What follows belongs to an exercise in optimizing a design on an open flow for small area and a short achievable clock period; a production flow would make more cautious choices. The RTL was checked by simulation tests, not by an equivalence proof against the original design. No activity file was given, so power comes from the tool's default toggle rates.

Setup of oak:
==> flow/design.v (excerpt) <==
module FIR (
	input  wire        rst_n,
	input  wire        CLK,
	input  wire [15:0] sample_in,
	input  wire        En_FIR,
	output wire [31:0] sample_out
);
Size in the first run: about 4900 cells after synthesis, ~1100 flip-flops, roughly 0.074 sq mm of cells after synthesis.
clock: 24.0 ns
lec_check: 0
cap_margin: 20
core_margin: 2
core_utilization: 55
place_density: 0.7
slew_margin: 20
synth_hierarchical: 1
standard.sh (not shown) runs the stock make flow with config.mk's settings and CLKGATE_MAP_FILE= SYNTH_SCRIPT=/design/flow/synth_recipe.tcl, a recipe that flattens the netlist after the stock synthesis.
==> flow/flow/run.sh <==
#!/bin/bash
# Own flow: the standard layout (standard.sh, unchanged synthesis), with
# timing repair aimed below the achieved period instead of the 24 ns clock,
# port buffers of a plain buffer cell, and a clock tree with larger sink
# clusters.  Each tool's output goes to its own log in this folder.
set -euo pipefail
export SETUP_SLACK_MARGIN=14.05
export BUFFER_PORTS_ARGS="-buffer_cell sky130_fd_sc_hd__buf_4"
export CTS_ARGS="-sink_clustering_enable -repair_clock_nets -buf_list sky130_fd_sc_hd__clkbuf_8 -sink_clustering_size 16 -sink_clustering_max_diameter 40 -dont_use_dummy_load"
bash standard.sh synth      > synth.log 2>&1
bash standard.sh floorplan  > floorplan.log 2>&1
bash standard.sh place      > place.log 2>&1
bash standard.sh cts        > cts.log 2>&1
bash standard.sh route      > route.log 2>&1
bash standard.sh finish     > finish.log 2>&1
> inputs changed (oak -> pine)
--- a/flow/flow/run.sh
+++ b/flow/flow/run.sh
@@ -8,3 +8,3 @@
 export BUFFER_PORTS_ARGS="-buffer_cell sky130_fd_sc_hd__buf_4"
-export CTS_ARGS="-sink_clustering_enable -repair_clock_nets -buf_list sky130_fd_sc_hd__clkbuf_8 -sink_clustering_size 16 -sink_clustering_max_diameter 40 -dont_use_dummy_load"
+export CTS_ARGS="-sink_clustering_enable -repair_clock_nets -buf_list sky130_fd_sc_hd__clkbuf_4 -sink_clustering_size 10 -sink_clustering_max_diameter 35 -dont_use_dummy_load"
 bash standard.sh synth      > synth.log 2>&1
## What came out
From oak to pine the numbers moved as follows: multiplexer area fraction after synthesis level, gate count of the mapped netlist did not really move, tightest hold margin rose 0.015 ns, utilization after layout lower.
Changes observed in pine relative to oak: transition time at the pin with the least slew margin picked up an extra 0.086 ns, total power per unit cell area went down.
For birch, these inputs were changed with respect to pine:
--- a/flow/flow/run.sh
+++ b/flow/flow/run.sh
@@ -8,3 +8,3 @@
 export BUFFER_PORTS_ARGS="-buffer_cell sky130_fd_sc_hd__buf_4"
-export CTS_ARGS="-sink_clustering_enable -repair_clock_nets -buf_list sky130_fd_sc_hd__clkbuf_4 -sink_clustering_size 10 -sink_clustering_max_diameter 35 -dont_use_dummy_load"
+export CTS_ARGS="-sink_clustering_enable -repair_clock_nets -buf_list sky130_fd_sc_hd__clkbuf_4 -sink_clustering_size 8 -sink_clustering_max_diameter 50 -dont_use_dummy_load"
 bash standard.sh synth      > synth.log 2>&1
## What came out
The met2 usage in global routing in birch was higher than what pine gave. Worst clock skew on the final layout sits lower in birch than in pine. | layout-stage area growth over the synthesis result | pine vs birch | ≈ equal |. pine → birch: number of diodes added for antenna fixing has remained practically unchanged, total area of multi-input combinational cells has remained practically unchanged, detailed route wirelength on metal3 has decreased, wire length on met2 has remained practically unchanged. Detailed-route wire length: pine vs birch, no meaningful difference. Net switching share of the total power: pine vs birch — no meaningful difference.

Starting RTL as in the previous note.
export LEC_CHECK = 0
export CAP_MARGIN = 20
export CORE_MARGIN = 2
export CORE_UTILIZATION = 55
export PLACE_DENSITY = 0.7
export SLEW_MARGIN = 20
export SYNTH_HIERARCHICAL = 1
create_clock -name core_clock -period 24.0 [get_ports {CLK}]
==> flow/flow/run.sh <==
#!/bin/bash
# Own flow: the standard layout (standard.sh, unchanged synthesis), with
# timing repair aimed below the achieved period instead of the 24 ns clock,
# port buffers of a plain buffer cell, and a clock tree with larger sink
# clusters.  Each tool's output goes to its own log in this folder.
set -euo pipefail
export SETUP_SLACK_MARGIN=14.05
export BUFFER_PORTS_ARGS="-buffer_cell sky130_fd_sc_hd__buf_4"
export CTS_ARGS="-sink_clustering_enable -repair_clock_nets -buf_list sky130_fd_sc_hd__clkbuf_8 -sink_clustering_size 12 -sink_clustering_max_diameter 50 -dont_use_dummy_load"
bash standard.sh synth      > synth.log 2>&1
bash standard.sh floorplan  > floorplan.log 2>&1
bash standard.sh place      > place.log 2>&1
bash standard.sh cts        > cts.log 2>&1
bash standard.sh route      > route.log 2>&1
bash standard.sh finish     > finish.log 2>&1
The baseline ran to the end with no violations.
Edit:
CORE_UTILIZATION = 70   (was 55)
PLACE_DENSITY = 0.8   (was 0.7)
=> First-iteration DRC count grows by 31%; worst setup slack gets better by 0.0032 ns; worst hold slack is about the same; die area shrinks by 21%; synthesized area is unchanged; count of clock-buffer cells in the layout shrinks by 1.

Setup of run a:
FIR, a different RTL version from the one above (not shown whole).
Size in the first run: ~1100 flip-flops, about 51 I/O pins, ~83000 sq um of cells after synthesis.
==> flow/config.mk <==
export PLATFORM = sky130hd
export DESIGN_NAME = FIR
export DESIGN_NICKNAME = FIR
export VERILOG_FILES = /design/flow/design.v
export SDC_FILE = /design/flow/constraint.sdc
export NUM_CORES = 8
export LEC_CHECK = 0
export CAP_MARGIN = 20
export CORE_MARGIN = 2
export CORE_UTILIZATION = 40
export SLEW_MARGIN = 20
export SYNTH_HIERARCHICAL = 1
==> flow/constraint.sdc <==
create_clock -name core_clock -period 24.0 [get_ports {CLK}]
set_input_delay 4.8000 -clock core_clock [delete_from_list [all_inputs] [get_ports {CLK}]]
set_output_delay 4.8000 -clock core_clock [all_outputs]
set_load 0.01 [all_outputs]
==> flow/flow/run.sh <==
#!/bin/bash
# Own flow: the standard layout (standard.sh, unchanged synthesis), with
# timing repair aimed below the achieved period instead of the 24 ns clock,
# and port buffers of a plain buffer cell.  Each tool's output goes to its
# own log in this folder.
set -euo pipefail
export SETUP_SLACK_MARGIN=14.4
export BUFFER_PORTS_ARGS="-buffer_cell sky130_fd_sc_hd__buf_4"
bash standard.sh synth      > synth.log 2>&1
bash standard.sh floorplan  > floorplan.log 2>&1
bash standard.sh place      > place.log 2>&1
bash standard.sh cts        > cts.log 2>&1
bash standard.sh route      > route.log 2>&1
bash standard.sh finish     > finish.log 2>&1
Modified inputs, run b compared to run a
==> flow/run.sh (new file) <==
#!/bin/bash
# synth_recipe.tcl (not shown) runs the flow's synth.tcl, then flattens the netlist and writes it again
# the make line also repeats each setting of config.mk as NAME=value (left out here)
make -C /OpenROAD-flow-scripts/flow DESIGN_CONFIG=/design/flow/config.mk WORK_HOME=/design/flow/orfs CLKGATE_MAP_FILE= SYNTH_SCRIPT=/design/flow/synth_recipe.tcl finish
removed: flow/flow/run.sh
removed: flow/standard.sh
==> summary.txt <==
- For run b, the capture point of the critical path was sample_out[2], unlike run a, where it was sample_out[27].
- Via count of the first global-routing pass was higher in run a than in run b.
- Relative to run a, half-perimeter wire length after detailed placement has increased by 1.1% in run b.
- Diff run b..run a | global-route wire length before repair | negligible

==> static timing again, ports no longer ideal <==
No port has a modelled driver above. Below, the same layouts with a new extraction and two added sets of constraints. Step 1 assumes that a clkbuf_16 drives the clock port and a buf_2 every other input. Step 2 also shifts input and output timing later by t, the mid clock arrival at the registers, as if the neighbouring blocks saw the same clock. a / b / c = ideal ports / drivers / drivers and shift; a / b = the first two.
| run | t (ns) | setup WS [ns] | worst setup path after step 2 | clock arrival spread, ns | worst data-port slew with drivers (ns) |
|---|---|---|---|---|---|
| oak | 0.957 | 14.003 / 13.598 / 13.257 | input to register | 0.160 / 0.160 | 0.48 |
| pine | 1.250 | 14.007 / 13.670 / 13.316 | input to register | 0.170 / 0.170 | 0.44 |
| birch | 1.242 | 14.006 / 13.606 / 13.271 | input to register | 0.126 / 0.125 | 0.52 |
| the first run of note 2 | 0.934 | 14.001 / 13.607 / 13.401 | input to register | 0.124 / 0.124 | 0.51 |
| the second run of note 2 | 0.869 | 14.004 / 13.605 / 13.605 | input to output | 0.144 / 0.144 | 0.48 |
| run a | 0.877 | 13.981 / 13.625 / 13.625 | input to output | 0.053 / 0.053 | 0.45 |
| run b | 0.857 | 12.897 / 12.871 / 12.871 | input to output | 0.049 / 0.049 | 0.05 |
After both steps setup and hold are still met in every run listed. The setup slack of oak, which loses most, moves by -0.405 ns with the drivers and by -0.746 ns with both steps.
